Context: an optimization exercise on an open-source flow, tuned for small area. The choices shown serve that exercise and are no tape-out recipe. Only simulation tests tie the RTL to the original design; equivalence was not proved. No driver is modelled on the clock port, so clocking that relies on it looks cheaper here than on a real chip. Power and IR drop assume default switching activity.

==> flow/design.v <==
module uart_rx (
    input            clk,
    input            rst_n,
    input      [2:0] baud_set,
    input            din,
    output reg [7:0] rx_dout,
    output reg       rx_vld
);
  reg [3:0] seg_end;
  reg [3:0] seg_mid;
  reg       odd;
  always @(*) begin
    case (baud_set)
      3'd1: begin seg_end = 4'd1;  seg_mid = 4'd1; odd = 1'b0; end
      3'd2: begin seg_end = 4'd3;  seg_mid = 4'd1; odd = 1'b1; end
      3'd3: begin seg_end = 4'd13; seg_mid = 4'd7; odd = 1'b0; end
      3'd4: begin seg_end = 4'd5;  seg_mid = 4'd11; odd = 1'b0; end
      default: begin seg_end = 4'd0; seg_mid = 4'd0; odd = 1'b1; end
    endcase
  end
  reg [8:0] sub;
  reg [3:0] seg;
  reg [3:0] cnt_bit;
  reg       bit0;
  reg       din_r0, din_r1, din_r2;
  reg       rx_flag;
  wire sub_end = sub == 9'd182;
  wire end_cnt_bps = rx_flag && sub_end && seg == seg_end;
  wire end_cnt_bit = end_cnt_bps && (cnt_bit == 4'd9 || bit0);
  wire mid = rx_flag && seg == seg_mid && sub == (odd ? 9'd77 : 9'd0);
  wire nedge = ~din_r1 & din_r2;
  always @(posedge clk) begin
    if (!rx_flag || sub_end) sub <= 9'd0;
    else sub <= {sub[7:0], ~(sub[8] ^ sub[4])};
  end
  always @(posedge clk) begin
    if (!rx_flag || end_cnt_bps) seg <= 4'd0;
    else if (sub_end) seg <= {seg[2:0], ~(seg[3] ^ seg[2])};
  end
  always @(posedge clk or negedge rst_n) begin
    if (!rst_n) begin
      din_r0 <= 1'b1;
      din_r1 <= 1'b1;
      din_r2 <= 1'b1;
    end else begin
      din_r0 <= din;
      din_r1 <= din_r0;
      din_r2 <= din_r1;
    end
  end
  always @(posedge clk or negedge rst_n) begin
    if (!rst_n) rx_flag <= 1'b0;
    else if (nedge && !rx_flag) rx_flag <= 1'b1;
    else if (end_cnt_bit) rx_flag <= 1'b0;
  end
  always @(posedge clk) begin
    if (!rx_flag || end_cnt_bit) cnt_bit <= 4'd0;
    else if (end_cnt_bps) cnt_bit <= {cnt_bit[2:0], ~(cnt_bit[3] ^ cnt_bit[2])};
  end
  always @(posedge clk) begin
    if (mid && cnt_bit == 4'd0) bit0 <= din_r1;
  end
  always @(posedge clk or negedge rst_n) begin
    if (!rst_n) rx_dout <= 8'd0;
    else if (mid && cnt_bit != 4'd0 && cnt_bit != 4'd9)
      rx_dout <= {din_r1, rx_dout[7:1]};
  end
  always @(posedge clk or negedge rst_n) begin
    if (!rst_n) rx_vld <= 1'b0;
    else rx_vld <= end_cnt_bit;
  end
endmodule
module fifo (
    input  wire       aclr_n,
    input  wire       clock,
    input  wire [7:0] data,
    input  wire       rdreq,
    input  wire       wrreq,
    output wire       empty,
    output wire       full,
    output wire [7:0] q,
    output wire       q_load,
    output wire [7:0] usedw
);
  reg [2047:0] ring;
  reg [7:0]    rd_rel;
  reg [7:0]    wr_rel;
  reg          full_r;
  reg          wr_pend;
  reg          rd_pend;
  assign usedw = wr_rel - rd_rel;
  assign full  = full_r;
  assign empty = (usedw == 8'd0) && !full_r;
  wire read_en  = rdreq && !empty;
  wire write_en = wrreq && !full_r;
  wire commit = wr_pend && (wr_rel == 8'd0);
  assign q_load = rd_pend && (rd_rel == 8'd0);
  assign q = ring[2047:2040];
  always @(posedge clock) begin
    ring <= {ring[7:0], commit ? data : ring[2047:2040], ring[2039:8]};
  end
  always @(posedge clock or negedge aclr_n) begin
    if (!aclr_n) begin
      rd_rel  <= 8'd0;
      wr_rel  <= 8'd0;
      full_r  <= 1'b0;
      wr_pend <= 1'b0;
      rd_pend <= 1'b0;
    end else begin
      if (write_en) wr_pend <= 1'b1;
      else begin
        wr_rel <= wr_rel - 8'd1;
        if (commit) wr_pend <= 1'b0;
      end
      if (read_en) rd_pend <= 1'b1;
      else begin
        rd_rel <= rd_rel - 8'd1;
        if (q_load) rd_pend <= 1'b0;
      end
      if (read_en) full_r <= 1'b0;
      else if (write_en && usedw == 8'd255) full_r <= 1'b1;
    end
  end
endmodule
module control (
    input        clk,
    input        rst_n,
    input  [7:0] rx_din,
    input        rx_vld,
    input        busy,
    output [7:0] tx_din,
    output       tx_load,
    output reg   tx_vld
);
  wire       empty, full;
  wire [7:0] usedw;
  reg        rd_flag;
  wire       rdreq = rd_flag && !empty && !busy;
  always @(posedge clk or negedge rst_n) begin
    if (!rst_n) rd_flag <= 1'b0;
    else if (usedw >= 8'd8) rd_flag <= 1'b1;
    else if (empty) rd_flag <= 1'b0;
  end
  always @(posedge clk or negedge rst_n) begin
    if (!rst_n) tx_vld <= 1'b0;
    else tx_vld <= rdreq;
  end
  fifo fifo_inst (
      .aclr_n(rst_n),
      .clock(clk),
      .data(rx_din),
      .rdreq(rdreq),
      .wrreq(rx_vld && !full),
      .empty(empty),
      .full(full),
      .q(tx_din),
      .q_load(tx_load),
      .usedw(usedw)
  );
endmodule
module uart_tx (
    input            clk,
    input            rst_n,
    input      [2:0] baud_set,
    input      [7:0] tx_din,
    input            tx_load,
    input            tx_vld,
    output reg       tx_dout,
    output           busy
);
  reg [3:0] seg_end;
  always @(*) begin
    case (baud_set)
      3'd1: seg_end = 4'd1;
      3'd2: seg_end = 4'd3;
      3'd3: seg_end = 4'd13;
      3'd4: seg_end = 4'd5;
      default: seg_end = 4'd0;
    endcase
  end
  reg [8:0] sub;
  reg [3:0] seg;
  reg [3:0] cnt_bit;
  reg       tx_flag;
  reg [7:0] tx_data_r;
  wire sub_end = sub == 9'd182;
  wire end_cnt_bps = tx_flag && sub_end && seg == seg_end;
  wire end_cnt_bit = end_cnt_bps && cnt_bit == 4'd9;
  always @(posedge clk) begin
    if (!tx_flag || sub_end) sub <= 9'd0;
    else sub <= {sub[7:0], ~(sub[8] ^ sub[4])};
  end
  always @(posedge clk) begin
    if (!tx_flag || end_cnt_bps) seg <= 4'd0;
    else if (sub_end) seg <= {seg[2:0], ~(seg[3] ^ seg[2])};
  end
  always @(posedge clk) begin
    if (!tx_flag || end_cnt_bit) cnt_bit <= 4'd0;
    else if (end_cnt_bps) cnt_bit <= {cnt_bit[2:0], ~(cnt_bit[3] ^ cnt_bit[2])};
  end
  always @(posedge clk or negedge rst_n) begin
    if (!rst_n) tx_flag <= 1'b0;
    else if (tx_vld) tx_flag <= 1'b1;
    else if (end_cnt_bit) tx_flag <= 1'b0;
  end
  always @(posedge clk) begin
    if (tx_load) tx_data_r <= tx_din;
  end
  reg bit_val;
  always @(*) begin
    case (cnt_bit)
      4'd0: bit_val = 1'b0;
      4'd1: bit_val = tx_data_r[0];
      4'd3: bit_val = tx_data_r[1];
      4'd7: bit_val = tx_data_r[2];
      4'd14: bit_val = tx_data_r[3];
      4'd13: bit_val = tx_data_r[4];
      4'd11: bit_val = tx_data_r[5];
      4'd6: bit_val = tx_data_r[6];
      4'd12: bit_val = tx_data_r[7];
      default: bit_val = 1'b1;
    endcase
  end
  always @(posedge clk or negedge rst_n) begin
    if (!rst_n) tx_dout <= 1'b1;
    else if (tx_flag && seg == 4'd0 && sub == 9'd1) tx_dout <= bit_val;
  end
  assign busy = tx_vld | tx_flag;
endmodule
module de1_soc_uart_top (
    input  wire        CLOCK_50,
    input  wire        reset_n,
    input  wire        serial_rx,
    output wire        serial_tx,
    input  wire [2:0]  baud_select,
    output wire        tx_busy_led
);
  wire [7:0] rx_byte;
  wire       rx_byte_valid;
  wire [7:0] tx_byte;
  wire       tx_byte_load;
  wire       tx_byte_valid;
  wire       tx_busy;
  wire       tx_start_bit;
  uart_rx uart_rx_inst (
      .clk(CLOCK_50),
      .rst_n(reset_n),
      .baud_set(baud_select),
      .din(serial_rx),
      .rx_dout(rx_byte),
      .rx_vld(rx_byte_valid)
  );
  control control_inst (
      .clk(CLOCK_50),
      .rst_n(reset_n),
      .rx_din(rx_byte),
      .rx_vld(rx_byte_valid),
      .busy(tx_busy),
      .tx_din(tx_byte),
      .tx_load(tx_byte_load),
      .tx_vld(tx_byte_valid)
  );
  uart_tx uart_tx_inst (
      .clk(CLOCK_50),
      .rst_n(reset_n),
      .baud_set(baud_select),
      .tx_din(tx_byte),
      .tx_load(tx_byte_load),
      .tx_vld(tx_byte_valid),
      .tx_dout(serial_tx),
      .busy(tx_busy)
  );
  assign tx_busy_led = tx_busy;
endmodule
==> flow/flow/run.sh <==
#!/bin/bash
# The standard layout (standard.sh), with clock tree synthesis told to
# build leaf clusters of at most 18 sinks driven by clkbuf_8 and to insert
# no dummy loads: the ~2100 flip-flops otherwise get a clkbuf_16 per ~12
# sinks plus dummy loads. Port buffers are buf_1 rather than the
# clkdlybuf4s50_1 that buffer_ports picks by default. The full output goes
# to standard.log; ORFS's own per-step logs are under orfs/logs.
set -euo pipefail
export CTS_ARGS="-sink_clustering_enable -repair_clock_nets -dont_use_dummy_load -buf_list sky130_fd_sc_hd__clkbuf_8 -sink_clustering_size 18 -sink_clustering_max_diameter 50"
export BUFFER_PORTS_ARGS="-buffer_cell sky130_fd_sc_hd__buf_1"
bash standard.sh > standard.log 2>&1
==> flow/standard.sh <==
#!/bin/bash
# synth_recipe.tcl (not shown) runs the flow's synth.tcl, then flattens the netlist and writes it again
# the make line also repeats each setting of config.mk as NAME=value (left out here)
make -C /OpenROAD-flow-scripts/flow DESIGN_CONFIG=/design/flow/config.mk WORK_HOME=/design/flow/orfs CLKGATE_MAP_FILE= SYNTH_SCRIPT=/design/flow/synth_recipe.tcl "${@:-finish}"
==> flow/config.mk <==
export PLATFORM = sky130hd
export DESIGN_NAME = de1_soc_uart_top
export DESIGN_NICKNAME = de1_soc_uart_top
export VERILOG_FILES = /design/flow/design.v
export SDC_FILE = /design/flow/constraint.sdc
export NUM_CORES = 4
export LEC_CHECK = 0
export CAP_MARGIN = 20
export CELL_PAD_IN_SITES_DETAIL_PLACEMENT = 0
export CELL_PAD_IN_SITES_GLOBAL_PLACEMENT = 1
export CORE_MARGIN = 2
export CORE_UTILIZATION = 65
export PLACE_DENSITY = 0.75
export SLEW_MARGIN = 20
==> flow/constraint.sdc <==
create_clock -name core_clock -period 20.0 [get_ports {CLOCK_50}]
set_input_delay 4.0000 -clock core_clock [delete_from_list [all_inputs] [get_ports {CLOCK_50}]]
set_output_delay 4.0000 -clock core_clock [all_outputs]
set_load 0.01 [all_outputs]
==> impl_metrics.py, run 1 <==
metrics = {
    "min_path": {
        "worstHoldPathType": "flip-flop to flip-flop",
        "whs_path_depth": 0,
        "hold_start": "control_inst.fifo_inst.ring[35]",
        "holdPathEnd": "control_inst.fifo_inst.ring[27]",
    },
    "synth": {
        "synth_seq_cells": 2127,
        "synth.mux.area_fraction_pct": 0.758,
        "synth_xor_area_share_pct": 0.546,
        "yosysUniqueCellTypes": 58,
        "syn_area_per_cell_um2": 18.5,
        "ys_warn_count": 4,
        "synth_fa_ha_area_share_pct": 0.518,
        "netlist_area_mm2": 0.0449,
        "async_flop_share_pct": 1.69,
        "synth.most_common_cell": "dfxtp_1",
        "synth_compound_area_share_pct": 0.819,
        "synthSimpleGateAreaFrac_pct": 1.60,
        "synth_top_cell_by_area": "dfxtp_1",
        "synth_seq_area_share_pct": 95.4,
        "syn_nets": 2452,
        "yosys-top-cells-count": "dfxtp_1, dfrtp_1, nand2_1",
        "ys_top_cells_by_area": "dfxtp_1, dfrtp_1, edfxtp_1",
        "synth_edf_count": 9,
        "synth_top_family_by_area": "simple AND/OR/NAND/NOR gates",
        "synth_top_area_share_pct": 92.8,
        "synth_ff_type": "dfxtp_1",
        "synthCells": 2428,
    },
    "clock_tree": {
        "post_cts_resized": 0,
        "cts_tree": "yes",
        "ctsLongestPathBuffers": 3,
        "cts_root_buf": "clkbuf_8",
        "cts_max_level": 4,
        "cts_sinks": 2127,
        "hold_buffers": 0,
        "cts_buffers": 145,
        "cts_setup_buffers": 0,
        "path_clk_slew_ps": 100,
        "worstSkewPairLatency_ps": 740,
    },
    "sta": {
        "setup_violations": 0,
        "fmax_ghz": 0.174,
        "skew_ps": 94.0,
        "post-route-period-util_pct": 28.7,
        "relSlewSlack_pct": 41.3,
        "worst_slack_ps": 14270,
        "rsz0062_at_grt": "false",
        "fin_tns_setup_ps": 0,
        "worst_pin_slew_ps": 881,
        "post-route-min-period_ps": 5730,
        "drv_slew": 0,
        "final_hold_viol_count": 0,
    },
    "critical_path": {
        "cp-end-kind": "primary output",
        "crit_fanout": 12,
        "crit_slowest_cell": "dfrtp_1",
        "cpPeakStageDelay_ps": 510,
        "reg2reg_slack_ps": 16830,
        "start_kind": "flip-flop",
        "worstSetupPathType": "flip-flop to primary output",
        "critPathTopFamily": "flip-flops",
        "required_ps": 16000,
        "crit_cells": 2,
        "crit_chain": "or2_2 > buf_1",
        "reg2reg_depth": 11,
        "crit_arrival_ps": 1730,
        "reg2reg_from": "control_inst.fifo_inst.wr_rel[0]",
        "r2r-end": "control_inst.fifo_inst.rd_rel[1]",
        "crit_buf_inv": 1,
    },
    "place": {
        "place_congestion": 0.697,
        "hpwl_um": 23200,
        "place_ws_ps": 13760,
        "port_buffers": 7,
    },
    "detailed_routing": {
        "drtAntennaViolNets": 0,
        "num_vias": 15000,
        "routed_wl_um": 46000,
        "drt_first_pass_iters": 4,
        "drc_errors": 0,
        "drt-vias-per-instance": 4.36,
        "wire_per_inst_um": 13.3,
        "drt_iter0_drc": 724,
    },
    "global_route": {
        "grt_pass1_wl_um": 78700,
        "grt_pass1_vias": 15600,
        "grt_overflow": 0,
        "antenna_found_initial": 1,
        "track_usage_pct": 13.8,
        "grt_max_degree": 37,
    },
    "floorplan": {
        "die_w_um": 267,
        "rows": 96,
        "start_util_pct": 65.6,
        "fp.dieH_um": 267,
        "core_mm2": 0.0685,
        "die-area_mm2": 0.0712,
        "design.portCount": 8,
    },
    "layout": {
        "nNetsFinal": 2598,
        "syn2layout_area_growth_pct": 6.88,
        "drive_gt1_share_pct": 6.26,
    },
    "power_and_ir_drop": {
        "pwr-share-clk_pct": 28.2,
        "p_sw_uw": 1260,
        "ir_drop_v": 0.0000968,
        "p_comb_share_pct": 3.1,
        "p_seq_share_pct": 68.7,
        "p_total_uw": 6270,
        "swShare_pct": 20.0,
        "p_leak_uw": 0.0193,
        "powerDensity_mw_per_mm2": 131,
        "internal_power_uw": 5010,
    },
    "flow_run": {
        "maxCapViolations": 0,
    },
    "run_status": {
        "outcome": "timing/DRC/antenna clean",
    },
}
routing by layer:
| layer | track usage [%] | vias to the layer above | wire (µm) |
|---|---|---|---|
| met3 | 3.66 | 107 | 1710 |
| met5 | 0 | - | 0 |
| li1 | - | 7769 | - |
| met1 | 21.0 | 7006 | 25200 |
| met4 | 6.18 | 0 | 1250 |
| met2 | 18.5 | 165 | 17900 |
placed cells by master, fill, tap and decap left out, types with 2 or more instances in the layout:
cell type,Yosys,final
or4_1,4,4
nand2b_1,5,5
xor2_1,8,8
o21bai_1,2,2
nand2_1,30,30
and2_1,12,12
dfxtp_1,2082,2082
mux2_1,16,16
o21ai_1,6,6
o22ai_1,2,2
inv_1,23,23
o21a_1,3,3
a21oi_1,20,20
nor2b_1,8,8
inv_2,4,4
clkbuf_8,0,145
nor4_1,4,4
edfxtp_1,9,9
nor4b_1,4,4
nand3_1,2,2
nand4_1,7,7
nor4_4,2,2
mux2i_1,16,16
dfrtp_1,32,32
and3_1,7,7
o21ai_0,11,11
a211oi_1,2,2
or3_1,2,2
ha_1,17,17
nor3_1,5,5
nor2_1,27,27
xnor2_1,20,20
nand4b_1,2,2
buf_1,0,6
dfstp_2,4,4
logic make-up (layout without fill, tap and decap cells):
logic type / count (synthesis) / in the layout
compound gates: 60 / 60
xor+xnor: 28 / 28
fa+ha+maj: 18 / 18
buf+inv: 35 / 179
flops: 2127 / 2127
mux: 32 / 32
other cells: 0 / 1
simple gates: 128 / 128
worst max path at each step:
stage | start | endpoint | slack, ps
after global routing | uart_tx_inst.tx_flag | tx_busy_led | 14140
after detailed placement | baud_select[2] | uart_rx_inst.rx_dout[6] | 13760
after global placement | baud_select[2] | uart_rx_inst.rx_dout[0] | 13910
final | uart_tx_inst.tx_flag | tx_busy_led | 14270
after CTS | uart_tx_inst.tx_flag | tx_busy_led | 14160
after floorplan | baud_select[2] | uart_rx_inst.cnt_bit[0] | 14250
final cells by class:
class / count / area [µm²]
tap: 882 / 1100
timing repair buffer: 7 / 27.5
clock buffer: 145 / 2000
multi-input combinational: 266 / 1910
sequential: 2127 / 42900
fill: 4204 / 20500
inverter: 27 / 101
antenna: 1 / 2.50
per-stage QoR:
step	instance area [µm²]	hold WS, ps	cells	util (%)
3_3_place_gp	46000	310	3309	67.2
3_5_place_dp	46000	312	3309	67.2
2_1_floorplan	44900	310	2428	-
5_1_grt	48000	251	3455	70.1
4_1_cts	48000	249	3454	70.1
6_report	48000	249	3455	70.1
power groups by stage:
| stage | Combinational (µW) | Sequential (µW) | Clock (µW) |
|---|---|---|---|
| after global routing | 220 | 4310 | 1990 |
| after detailed placement | 197 | 4400 | 0 |
| after floorplan | 160 | 4390 | 0 |
| after CTS | 198 | 4300 | 1840 |
| final | 196 | 4300 | 1770 |
| after global placement | 194 | 4400 | 0 |
state kept, by name (all words and copies together) (netlist names), 4 cells and up:
register	cells
uart_tx_inst.cnt_bit	4
uart_rx_inst.seg	4
uart_tx_inst.sub	9
control_inst.fifo_inst.ring	2048
control_inst.fifo_inst.rd_rel	8
uart_tx_inst.tx_data_r	8
uart_rx_inst.cnt_bit	4
uart_rx_inst.rx_dout	8
control_inst.fifo_inst.wr_rel	8
uart_rx_inst.sub	9
uart_tx_inst.seg	4
==> run 2: changes to the inputs <==
--- a/flow/flow/run.sh
+++ b/flow/flow/run.sh
@@ -8,4 +8,5 @@
 set -euo pipefail
 export CTS_ARGS="-sink_clustering_enable -repair_clock_nets -dont_use_dummy_load -buf_list sky130_fd_sc_hd__clkbuf_8 -sink_clustering_size 18 -sink_clustering_max_diameter 50"
 export BUFFER_PORTS_ARGS="-buffer_cell sky130_fd_sc_hd__buf_1"
+export POST_CTS_TCL="$PWD/flow/post_cts.tcl"
 bash standard.sh > standard.log 2>&1
==> flow/flow/post_cts.tcl (new file) <==
# Downsize lightly loaded clock buffers: a clkbuf_8 whose net drives at most
# 10 pins becomes a clkbuf_4.
set n 0
foreach inst [get_cells -filter "ref_name == sky130_fd_sc_hd__clkbuf_8"] {
  set out [get_pins -of_objects $inst -filter "direction == output"]
  set net [get_nets -of_objects $out]
  set loads [llength [get_pins -of_objects $net -filter "direction == input"]]
  if {$loads <= 10} {
    replace_cell $inst sky130_fd_sc_hd__clkbuf_4
    incr n
  }
}
puts "post_cts: downsized $n clock buffers to clkbuf_4"
==> impl_metrics.py, run 2 <==
metrics = {
    "synth": {
        "synth_edf_count": 9,
        "synthCells": 2428,
        "async_flop_share_pct": 1.69,
        "synth_seq_cells": 2127,
        "ys_top_cells_by_area": "dfxtp_1, dfrtp_1, edfxtp_1",
        "synth.most_common_cell": "dfxtp_1",
        "syn_nets": 2452,
        "synth_ff_type": "dfxtp_1",
        "yosys-top-cells-count": "dfxtp_1, dfrtp_1, nand2_1",
        "ys_warn_count": 4,
        "synth_seq_area_share_pct": 95.4,
        "syn_area_per_cell_um2": 18.5,
        "yosysUniqueCellTypes": 58,
        "netlist_area_mm2": 0.0449,
        "synth_top_area_share_pct": 92.8,
        "synth_top_cell_by_area": "dfxtp_1",
    },
    "clock_tree": {
        "worstSkewPairLatency_ps": 770,
        "path_clk_slew_ps": 100,
        "cts_sinks": 2127,
        "cts_tree": "yes",
    },
    "place": {
        "hpwl_um": 23200,
        "place_ws_ps": 13760,
        "place_area_mm2": 0.0460,
        "place_congestion": 0.697,
        "port_buffers": 7,
    },
    "layout": {
        "largest_reg_flops": 2048,
        "n_fill_cell": 4225,
        "drive_gt1_share_pct": 6.26,
        "regMostFlops": "control_inst.fifo_inst.ring",
        "nNetsFinal": 2598,
        "final_cell_mix": "dfxtp_1, clkbuf_8, dfrtp_1",
        "finish.utilization_pct": 69.8,
        "area.sequential_mm2": 0.0429,
        "multiInputGateArea_mm2": 0.00191,
        "syn2layout_area_growth_pct": 6.50,
        "mostFrequentLayoutCell": "dfxtp_1",
        "reg_top3": "control_inst.fifo_inst.ring (2048), uart_rx_inst.sub (9), uart_tx_inst.sub (9)",
        "postLayoutCellArea_mm2": 0.0478,
    },
    "detailed_routing": {
        "drc_errors": 0,
        "drt_first_pass_iters": 6,
        "routed_wl_um": 46000,
        "drt_iter0_drc": 674,
        "drtAntennaViolNets": 0,
        "wire_per_inst_um": 13.3,
        "drt-vias-per-instance": 4.36,
        "num_vias": 15100,
    },
    "sta": {
        "setup_violations": 0,
        "worst_slack_ps": 14240,
        "drv_slew": 0,
        "rsz0062_at_grt": "false",
        "worst_pin_slew_ps": 881,
        "relSlewSlack_pct": 41.3,
        "hold_ws_ps": 233,
        "final_hold_viol_count": 0,
        "fmax_ghz": 0.174,
        "fin_tns_setup_ps": 0,
        "skew_ps": 129,
        "post-route-min-period_ps": 5760,
        "post-route-period-util_pct": 28.8,
    },
    "critical_path": {
        "cp-end-kind": "primary output",
        "crit_slowest_cell": "dfrtp_1",
        "required_ps": 16000,
        "critPathTopFamily": "flip-flops",
        "worstSetupPathType": "flip-flop to primary output",
        "cpPeakStageDelay_ps": 520,
        "start_kind": "flip-flop",
        "crit_chain": "or2_2 > buf_1",
        "crit_arrival_ps": 1760,
        "crit_fanout": 12,
        "crit_buf_inv": 1,
    },
    "flow_run": {
        "maxCapViolations": 0,
    },
    "global_route": {
        "antenna_found_initial": 2,
        "grt_pass1_vias": 15600,
        "busiest_layer": "met1",
        "grt_overflow": 0,
        "grt_max_degree": 37,
        "grt_use_met2_pct": 18.5,
        "grt_util_met3_pct": 3.64,
        "grtUsageMet1_pct": 21.0,
        "grt_pass1_wl_um": 78700,
        "track_usage_pct": 13.8,
    },
    "floorplan": {
        "die-area_mm2": 0.0712,
        "design.portCount": 8,
        "die_w_um": 267,
        "fp.dieH_um": 267,
        "core_mm2": 0.0685,
        "rows": 96,
        "start_util_pct": 65.6,
    },
    "min_path": {
        "worstHoldPathType": "flip-flop to flip-flop",
    },
    "power_and_ir_drop": {
        "p_leak_uw": 0.0192,
        "ir_drop_v": 0.0000966,
        "powerDensity_mw_per_mm2": 129,
    },
    "run_status": {
        "outcome": "timing/DRC/antenna clean",
    },
}
[run 2: final cells by class]
class,count,area share (%)
Timing Repair Buffer,7,0.0576
Inverter,27,0.212
Clock buffer,145,3.81
Sequential cell,2127,89.6
Tap cell,882,2.31
Multi-Input combinational cell,266,3.98
Antenna cell,2,0.0105
[run 2: cell families after synthesis]
logic type	synth area share (%)
flip-flops	95.4
AND/OR/NAND/NOR	1.60
AO/OA/AOI/OAI	0.819
buffers and inverters	0.312
multiplexers	0.758
XOR/XNOR	0.546
adder cells (fa/ha/maj)	0.518
[run 2: metal layers]
| layer | wire length [µm] | part of all wire (%) |
|---|---|---|
| met4 | 1220 | 2.7 |
| met5 | 0 | 0 |
| met1 | 25200 | 55 |
| met2 | 17900 | 39 |
| met3 | 1680 | 3.7 |
[run 2: path summary, 6_finish.rpt]
path | end | cells after the start | slack, ps | startpoint
setup / recovery | tx_busy_led | 2 | 14240 | uart_tx_inst.tx_flag
min in group asynchronous | uart_rx_inst.rx_dout[1] | 1 | 3350 | reset_n
hold reg to reg | control_inst.fifo_inst.ring[27] | 0 | 230 | control_inst.fifo_inst.ring[35]
setup reg to reg | control_inst.fifo_inst.rd_rel[1] | 11 | 16760 | control_inst.fifo_inst.wr_rel[0]
hold / removal | control_inst.fifo_inst.ring[27] | 0 | 230 | control_inst.fifo_inst.ring[35]
max in group asynchronous | uart_rx_inst.rx_dout[4] | 1 | 15980 | reset_n
[run 2: worst register-to-register path, delay by kind of cell, from the launching register on]
family,cells,cell delay (ps)
simple gates,3,1030
compound gates,2,530
buf+inv,2,180
flops,1,390
mux,2,360
fa+ha+maj,2,560
[run 2: through the flow]
stage,total power [µW],std cells
global route,6440,3456
global placement,4600,3309
detailed placement,4600,3309
floorplan,4550,2428
finish,6190,3456
[run 2: power breakdown]
| group | leakage, µW | internal, µW | switching, µW |
|---|---|---|---|
| sequential | 0.0173 | 4270 | 32.6 |
| clock | 0.000970 | 587 | 1100 |
| combinational | 0.000931 | 87.3 | 109 |
| total | 0.0192 | 4940 | 1250 |
==> run 3: changes to the inputs <==
--- a/flow/flow/run.sh
+++ b/flow/flow/run.sh
@@ -5,6 +5,8 @@
 # sinks plus dummy loads. Port buffers are buf_1 rather than the
 # clkdlybuf4s50_1 that buffer_ports picks by default. The full output goes
 # to standard.log; ORFS's own per-step logs are under orfs/logs.
+# flow/post_cts.tcl, run by ORFS right after clock tree synthesis, turns
+# clkbuf_8s that drive at most 10 pins into clkbuf_4s.
 set -euo pipefail
 export CTS_ARGS="-sink_clustering_enable -repair_clock_nets -dont_use_dummy_load -buf_list sky130_fd_sc_hd__clkbuf_8 -sink_clustering_size 18 -sink_clustering_max_diameter 50"
 export BUFFER_PORTS_ARGS="-buffer_cell sky130_fd_sc_hd__buf_1"
==> impl_metrics.py, run 3 <==
metrics = {
    "sta": {
        "post-route-period-util_pct": 28.8,
        "setup_violations": 0,
        "final_hold_viol_count": 0,
        "fmax_ghz": 0.174,
        "fin_tns_setup_ps": 0,
        "skew_ps": 129,
        "worst_slack_ps": 14240,
        "relSlewSlack_pct": 41.3,
        "rsz0062_at_grt": "false",
        "worst_pin_slew_ps": 881,
        "drv_slew": 0,
        "post-route-min-period_ps": 5760,
    },
    "detailed_routing": {
        "wire_per_inst_um": 13.3,
        "routed_wl_um": 46000,
        "num_vias": 15100,
        "drtAntennaViolNets": 0,
        "drt_first_pass_iters": 6,
        "drt-vias-per-instance": 4.36,
        "drt_iter0_drc": 674,
        "drc_errors": 0,
    },
    "run_status": {
        "outcome": "timing/DRC/antenna clean",
    },
    "layout": {
        "nNetsFinal": 2598,
        "finish.utilization_pct": 69.8,
        "regMostFlops": "control_inst.fifo_inst.ring",
        "mostFrequentLayoutCell": "dfxtp_1",
        "reg_top3": "control_inst.fifo_inst.ring (2048), uart_rx_inst.sub (9), uart_tx_inst.sub (9)",
        "postLayoutCellArea_mm2": 0.0478,
        "final_cell_mix": "dfxtp_1, clkbuf_8, dfrtp_1",
        "syn2layout_area_growth_pct": 6.50,
        "drive_gt1_share_pct": 6.26,
        "largest_reg_flops": 2048,
    },
    "clock_tree": {
        "cts_sinks": 2127,
        "worstSkewPairLatency_ps": 770,
        "cts_tree": "yes",
        "path_clk_slew_ps": 100,
    },
    "global_route": {
        "grt_overflow": 0,
        "grt_max_degree": 37,
        "grt_pass1_wl_um": 78700,
        "track_usage_pct": 13.8,
        "grt_pass1_vias": 15600,
        "antenna_found_initial": 2,
    },
    "critical_path": {
        "required_ps": 16000,
        "reg2reg_depth": 11,
        "cp-end-kind": "primary output",
        "start_kind": "flip-flop",
        "crit_arrival_ps": 1760,
        "crit_fanout": 12,
        "setup.worst_path.start": "uart_tx_inst.tx_flag",
        "reg2reg_from": "control_inst.fifo_inst.wr_rel[0]",
        "worstSetupPathType": "flip-flop to primary output",
        "reg2reg_slack_ps": 16760,
        "r2r-end": "control_inst.fifo_inst.rd_rel[1]",
    },
    "floorplan": {
        "die_w_um": 267,
        "die-area_mm2": 0.0712,
        "design.portCount": 8,
        "start_util_pct": 65.6,
        "rows": 96,
        "fp.dieH_um": 267,
        "core_mm2": 0.0685,
    },
    "power_and_ir_drop": {
        "ir_drop_v": 0.0000966,
        "powerDensity_mw_per_mm2": 129,
        "p_leak_uw": 0.0192,
    },
    "min_path": {
        "whs_path_depth": 0,
        "hold_start": "control_inst.fifo_inst.ring[35]",
        "worstHoldPathType": "flip-flop to flip-flop",
        "holdPathEnd": "control_inst.fifo_inst.ring[27]",
    },
    "synth": {
        "synth_seq_cells": 2127,
        "netlist_area_mm2": 0.0449,
        "synth.most_common_cell": "dfxtp_1",
        "yosysUniqueCellTypes": 58,
        "synth_ff_type": "dfxtp_1",
        "synth_top_cell_by_area": "dfxtp_1",
        "syn_area_per_cell_um2": 18.5,
        "ys_top_cells_by_area": "dfxtp_1, dfrtp_1, edfxtp_1",
        "synth_edf_count": 9,
        "synth_top_area_share_pct": 92.8,
        "async_flop_share_pct": 1.69,
        "synth_seq_area_share_pct": 95.4,
        "syn_nets": 2452,
        "yosys-top-cells-count": "dfxtp_1, dfrtp_1, nand2_1",
        "synthCells": 2428,
        "ys_warn_count": 4,
    },
    "place": {
        "place_congestion": 0.697,
        "hpwl_um": 23200,
        "port_buffers": 7,
        "place_ws_ps": 13760,
        "place_area_mm2": 0.0460,
    },
    "flow_run": {
        "maxCapViolations": 0,
    },
}
run 3: cell counts in the layout (fill, tap and decap cells not counted):
No cell type changed its count.
run 3: stage by stage:
step / total power (µW) / instances / hold WS, ps
5_1_grt: 6440 / 3456 / 237
6_report: 6190 / 3456 / 233
3_3_place_gp: 4600 / 3309 / 310
3_5_place_dp: 4600 / 3309 / 312
2_1_floorplan: 4550 / 2428 / 310
run 3: worst max-delay path, stage by stage, from the launching register on:
cell     delay [ps]
dfrtp_1         520
or2_2           390
buf_1           140
run 3: cells by family (layout without fill, tap and decap cells):
group	count (synthesis)	in the layout	share of synthesized area [%]
flops	2127	2127	95.4
simple gates	128	128	1.60
compound gates	60	60	0.819
buf+inv	35	179	0.312
mux	32	32	0.758
xor+xnor	28	28	0.546
fa+ha+maj	18	18	0.518
other cells	0	2	0
run 3: per-layer routing:
metal / GRT usage, % / wire (µm)
met1: 21.0 / 25200
met2: 18.5 / 17900
met3: 3.64 / 1680
met5: 0 / 0
met4: 6.19 / 1220
run 3: worst max path at each step:
stage | end | slack [ps]
2_1_floorplan | uart_rx_inst.cnt_bit[0] | 14250
3_3_place_gp | uart_rx_inst.rx_dout[0] | 13910
6_report | tx_busy_led | 14240
3_5_place_dp | uart_rx_inst.rx_dout[6] | 13760
5_1_grt | tx_busy_led | 14080
run 3: cell type report:
type / instances / area, µm²
diodes: 2 / 5.00
inverters: 27 / 101
clock buffers: 145 / 1820
flip-flops and latches: 2127 / 42900
well taps: 882 / 1100
fillers: 4225 / 20600
repair buffers: 7 / 27.5
multi-input cells: 266 / 1910
run 3: power breakdown:
group | internal (µW) | switching, µW | total (µW)
clock network | 587 | 1100 | 1690
registers | 4270 | 32.6 | 4300
logic | 87.3 | 109 | 196
==> run 4: changes to the inputs <==
--- a/flow/design.v
+++ b/flow/design.v
@@ -21,12 +21,11 @@
   reg [8:0] sub;
   reg [3:0] seg;
   reg [3:0] cnt_bit;
-  reg       bit0;
   reg       din_r0, din_r1, din_r2;
   reg       rx_flag;
   wire sub_end = sub == 9'd182;
   wire end_cnt_bps = rx_flag && sub_end && seg == seg_end;
-  wire end_cnt_bit = end_cnt_bps && (cnt_bit == 4'd9 || bit0);
+  wire end_cnt_bit = end_cnt_bps && cnt_bit == 4'd9;
   wire mid = rx_flag && seg == seg_mid && sub == (odd ? 9'd77 : 9'd0);
   wire nedge = ~din_r1 & din_r2;
   always @(posedge clk) begin
@@ -55,10 +54,8 @@
   end
   always @(posedge clk) begin
     if (!rx_flag || end_cnt_bit) cnt_bit <= 4'd0;
+    else if (mid && cnt_bit == 4'd0 && din_r1) cnt_bit <= 4'd9;
     else if (end_cnt_bps) cnt_bit <= {cnt_bit[2:0], ~(cnt_bit[3] ^ cnt_bit[2])};
-  end
-  always @(posedge clk) begin
-    if (mid && cnt_bit == 4'd0) bit0 <= din_r1;
   end
   always @(posedge clk or negedge rst_n) begin
     if (!rst_n) rx_dout <= 8'd0;
==> impl_metrics.py, run 4 <==
metrics = {
    "sta": {
        "final_hold_viol_count": 0,
        "drv_slew": 0,
        "fmax_ghz": 0.174,
        "setup_violations": 0,
        "post-route-min-period_ps": 5760,
        "post-route-period-util_pct": 28.8,
        "skew_ps": 93.0,
        "relSlewSlack_pct": 36.9,
        "fin_tns_setup_ps": 0,
        "worst_pin_slew_ps": 947,
        "rsz0062_at_grt": "false",
    },
    "critical_path": {
        "reg2reg_slack_ps": 17060,
        "worstSetupPathType": "flip-flop to primary output",
        "reg2reg_depth": 11,
        "start_kind": "flip-flop",
        "crit_arrival_ps": 1760,
        "crit_fanout": 17,
        "required_ps": 16000,
        "cp-end-kind": "primary output",
        "reg2reg_from": "control_inst.fifo_inst.wr_rel[0]",
        "r2r-end": "control_inst.fifo_inst.rd_rel[3]",
    },
    "synth": {
        "ys_top_cells_by_area": "dfxtp_1, dfrtp_1, edfxtp_1",
        "yosysUniqueCellTypes": 60,
        "async_flop_share_pct": 1.69,
        "synth_ff_type": "dfxtp_1",
        "synth_top_area_share_pct": 92.9,
        "yosys-top-cells-count": "dfxtp_1, dfrtp_1, nor2_1",
        "syn_nets": 2450,
        "synthCells": 2425,
        "synth_edf_count": 8,
        "synth_seq_cells": 2126,
        "synth_seq_area_share_pct": 95.4,
        "syn_area_per_cell_um2": 18.5,
        "netlist_area_mm2": 0.0449,
        "synth_top_cell_by_area": "dfxtp_1",
        "synth.most_common_cell": "dfxtp_1",
        "ys_warn_count": 4,
    },
    "floorplan": {
        "design.portCount": 8,
        "start_util_pct": 65.5,
        "die_w_um": 267,
        "fp.dieH_um": 267,
        "rows": 96,
        "core_mm2": 0.0685,
        "die-area_mm2": 0.0711,
    },
    "power_and_ir_drop": {
        "p_sw_uw": 1110,
        "p_seq_share_pct": 71.4,
        "pwr-share-clk_pct": 28.4,
        "ir_drop_v": 0.0000876,
        "p_comb_share_pct": 0.1,
        "powerDensity_mw_per_mm2": 124,
        "p_leak_uw": 0.0191,
        "internal_power_uw": 4820,
        "swShare_pct": 18.8,
    },
    "clock_tree": {
        "worstSkewPairLatency_ps": 820,
        "path_clk_slew_ps": 100,
        "cts_sinks": 2126,
        "cts_tree": "yes",
    },
    "layout": {
        "regMostFlops": "control_inst.fifo_inst.ring",
        "nNetsFinal": 2591,
        "postLayoutCellArea_mm2": 0.0478,
        "final_cell_mix": "dfxtp_1, clkbuf_8, dfrtp_1",
        "n_fill_cell": 4395,
        "mostFrequentLayoutCell": "dfxtp_1",
        "drive_gt1_share_pct": 6.79,
        "reg_top3": "control_inst.fifo_inst.ring (2048), uart_rx_inst.sub (9), uart_tx_inst.sub (9)",
        "syn2layout_area_growth_pct": 6.48,
        "largest_reg_flops": 2048,
        "final_cells": 3451,
    },
    "place": {
        "hpwl_um": 22800,
        "place_area_mm2": 0.0460,
        "place_congestion": 0.775,
        "port_buffers": 7,
        "dpl.cell_count": 3307,
    },
    "min_path": {
        "whs_path_depth": 0,
        "hold_start": "control_inst.fifo_inst.ring[394]",
        "holdPathEnd": "control_inst.fifo_inst.ring[386]",
        "worstHoldPathType": "flip-flop to flip-flop",
    },
    "global_route": {
        "grt_overflow": 0,
        "track_usage_pct": 13.6,
        "grt_max_degree": 37,
        "grt_pass1_vias": 15700,
        "antenna_found_initial": 2,
        "grt_pass1_wl_um": 77900,
    },
    "detailed_routing": {
        "num_vias": 15100,
        "drc_errors": 0,
        "drt-vias-per-instance": 4.38,
        "drt_iter0_drc": 663,
        "routed_wl_um": 45700,
        "drt_first_pass_iters": 4,
        "wire_per_inst_um": 13.2,
        "drtAntennaViolNets": 0,
    },
    "run_status": {
        "outcome": "timing/DRC/antenna clean",
    },
    "flow_run": {
        "maxCapViolations": 0,
    },
}
[run 4: layer usage]
metal	vias up	routed length, µm	global-route usage [%]	share of wire [%]
met3	126	1880	3.59	4.1
met4	0	1390	6.60	3.0
met2	181	17400	18.2	38
met1	7048	25000	20.6	55
li1	7775	-	-	-
met5	-	0	0	0
[run 4: critical path, stage by stage (launching register included)]
cell     delay, ps
dfrtp_1        550
or2_2          370
buf_1          130
[run 4: power groups by stage]
stage	sequential [µW]	combinational, µW	clock, µW
after detailed placement	4330	8.93	0
after global placement	4330	8.74	0
after global routing	4240	10.0	1910
after floorplan	4330	5.46	0
final	4240	8.78	1680
[run 4: cell families after synthesis]
| logic type | count (synthesis) | synth area share (%) |
|---|---|---|
| AOI/OAI and AO/OA | 61 | 0.901 |
| xor gates and xnor gates | 24 | 0.468 |
| adders and majority gates | 19 | 0.547 |
| buffers and inverters | 32 | 0.273 |
| DFF | 2126 | 95.4 |
| muxes | 29 | 0.692 |
| and+or+nand+nor | 134 | 1.67 |
[run 4: worst max path at each step]
stage	startpoint	slack (ps)	endpoint	depth (start not counted)
6_report	uart_tx_inst.tx_flag	14240	tx_busy_led	2
5_1_grt	uart_tx_inst.tx_flag	14090	tx_busy_led	2
3_5_place_dp	baud_select[1]	13810	uart_rx_inst.rx_flag	8
3_3_place_gp	baud_select[2]	13960	uart_rx_inst.rx_dout[6]	7
2_1_floorplan	baud_select[0]	14380	uart_tx_inst.cnt_bit[0]	8
[run 4: final cells by class]
class | instances | area, µm² | area share, %
clock buffers | 139 | 1790 | 3.74
diodes | 5 | 12.5 | 0.0262
flip-flops and latches | 2126 | 42800 | 89.6
well taps | 882 | 1100 | 2.31
inverters | 24 | 90.1 | 0.189
multi-input cells | 267 | 1920 | 4.02
repair buffers | 8 | 35.0 | 0.0733
[run 4: stage by stage]
step / hold WS, ps / total power [µW] / setup slack [ps] / utilization (%)
after detailed placement: 312 / 4340 / 13810 / 67.2
after floorplan: 310 / 4340 / 14380 / -
after global routing: 242 / 6160 / 14090 / 69.8
after global placement: 310 / 4340 / 13960 / 67.2
final: 248 / 5930 / 14240 / 69.8

==> separate check: timing with driven ports <==
Ports are ideal in the flow. The routed layouts listed here were re-timed in OpenROAD.
Step 1 assumes that a clkbuf_16 drives the clock port and a buf_2 every other input.
Step 2 also shifts input and output timing later by t, the mid clock arrival at the registers, as if the neighbouring blocks saw the same clock.
Slacks: ideal ports / drivers / drivers and shift; pairs: ideal ports / drivers.
| run | t (ns) | setup slack, ns | slew at the worst register clock pin (ns) | worst slew at a driven data input, ns | cell pins on the clock port's net |
|---|---|---|---|---|---|
| run 1 | 0.763 | 14.268 / 14.213 / 13.748 | 0.10 / 0.10 | 0.03 | 1 |
| run 2 | 0.779 | 14.240 / 14.185 / 13.724 | 0.10 / 0.10 | 0.03 | 1 |
| run 3 | 0.779 | 14.240 / 14.185 / 13.724 | 0.10 / 0.10 | 0.03 | 1 |
| run 4 | 0.834 | 14.240 / 14.177 / 13.764 | 0.10 / 0.10 | 0.03 | 1 |
After both steps every run listed still meets setup and hold. For run 1, which loses most, drivers alone change the setup slack by -0.055 ns; drivers and shift together by -0.520 ns.
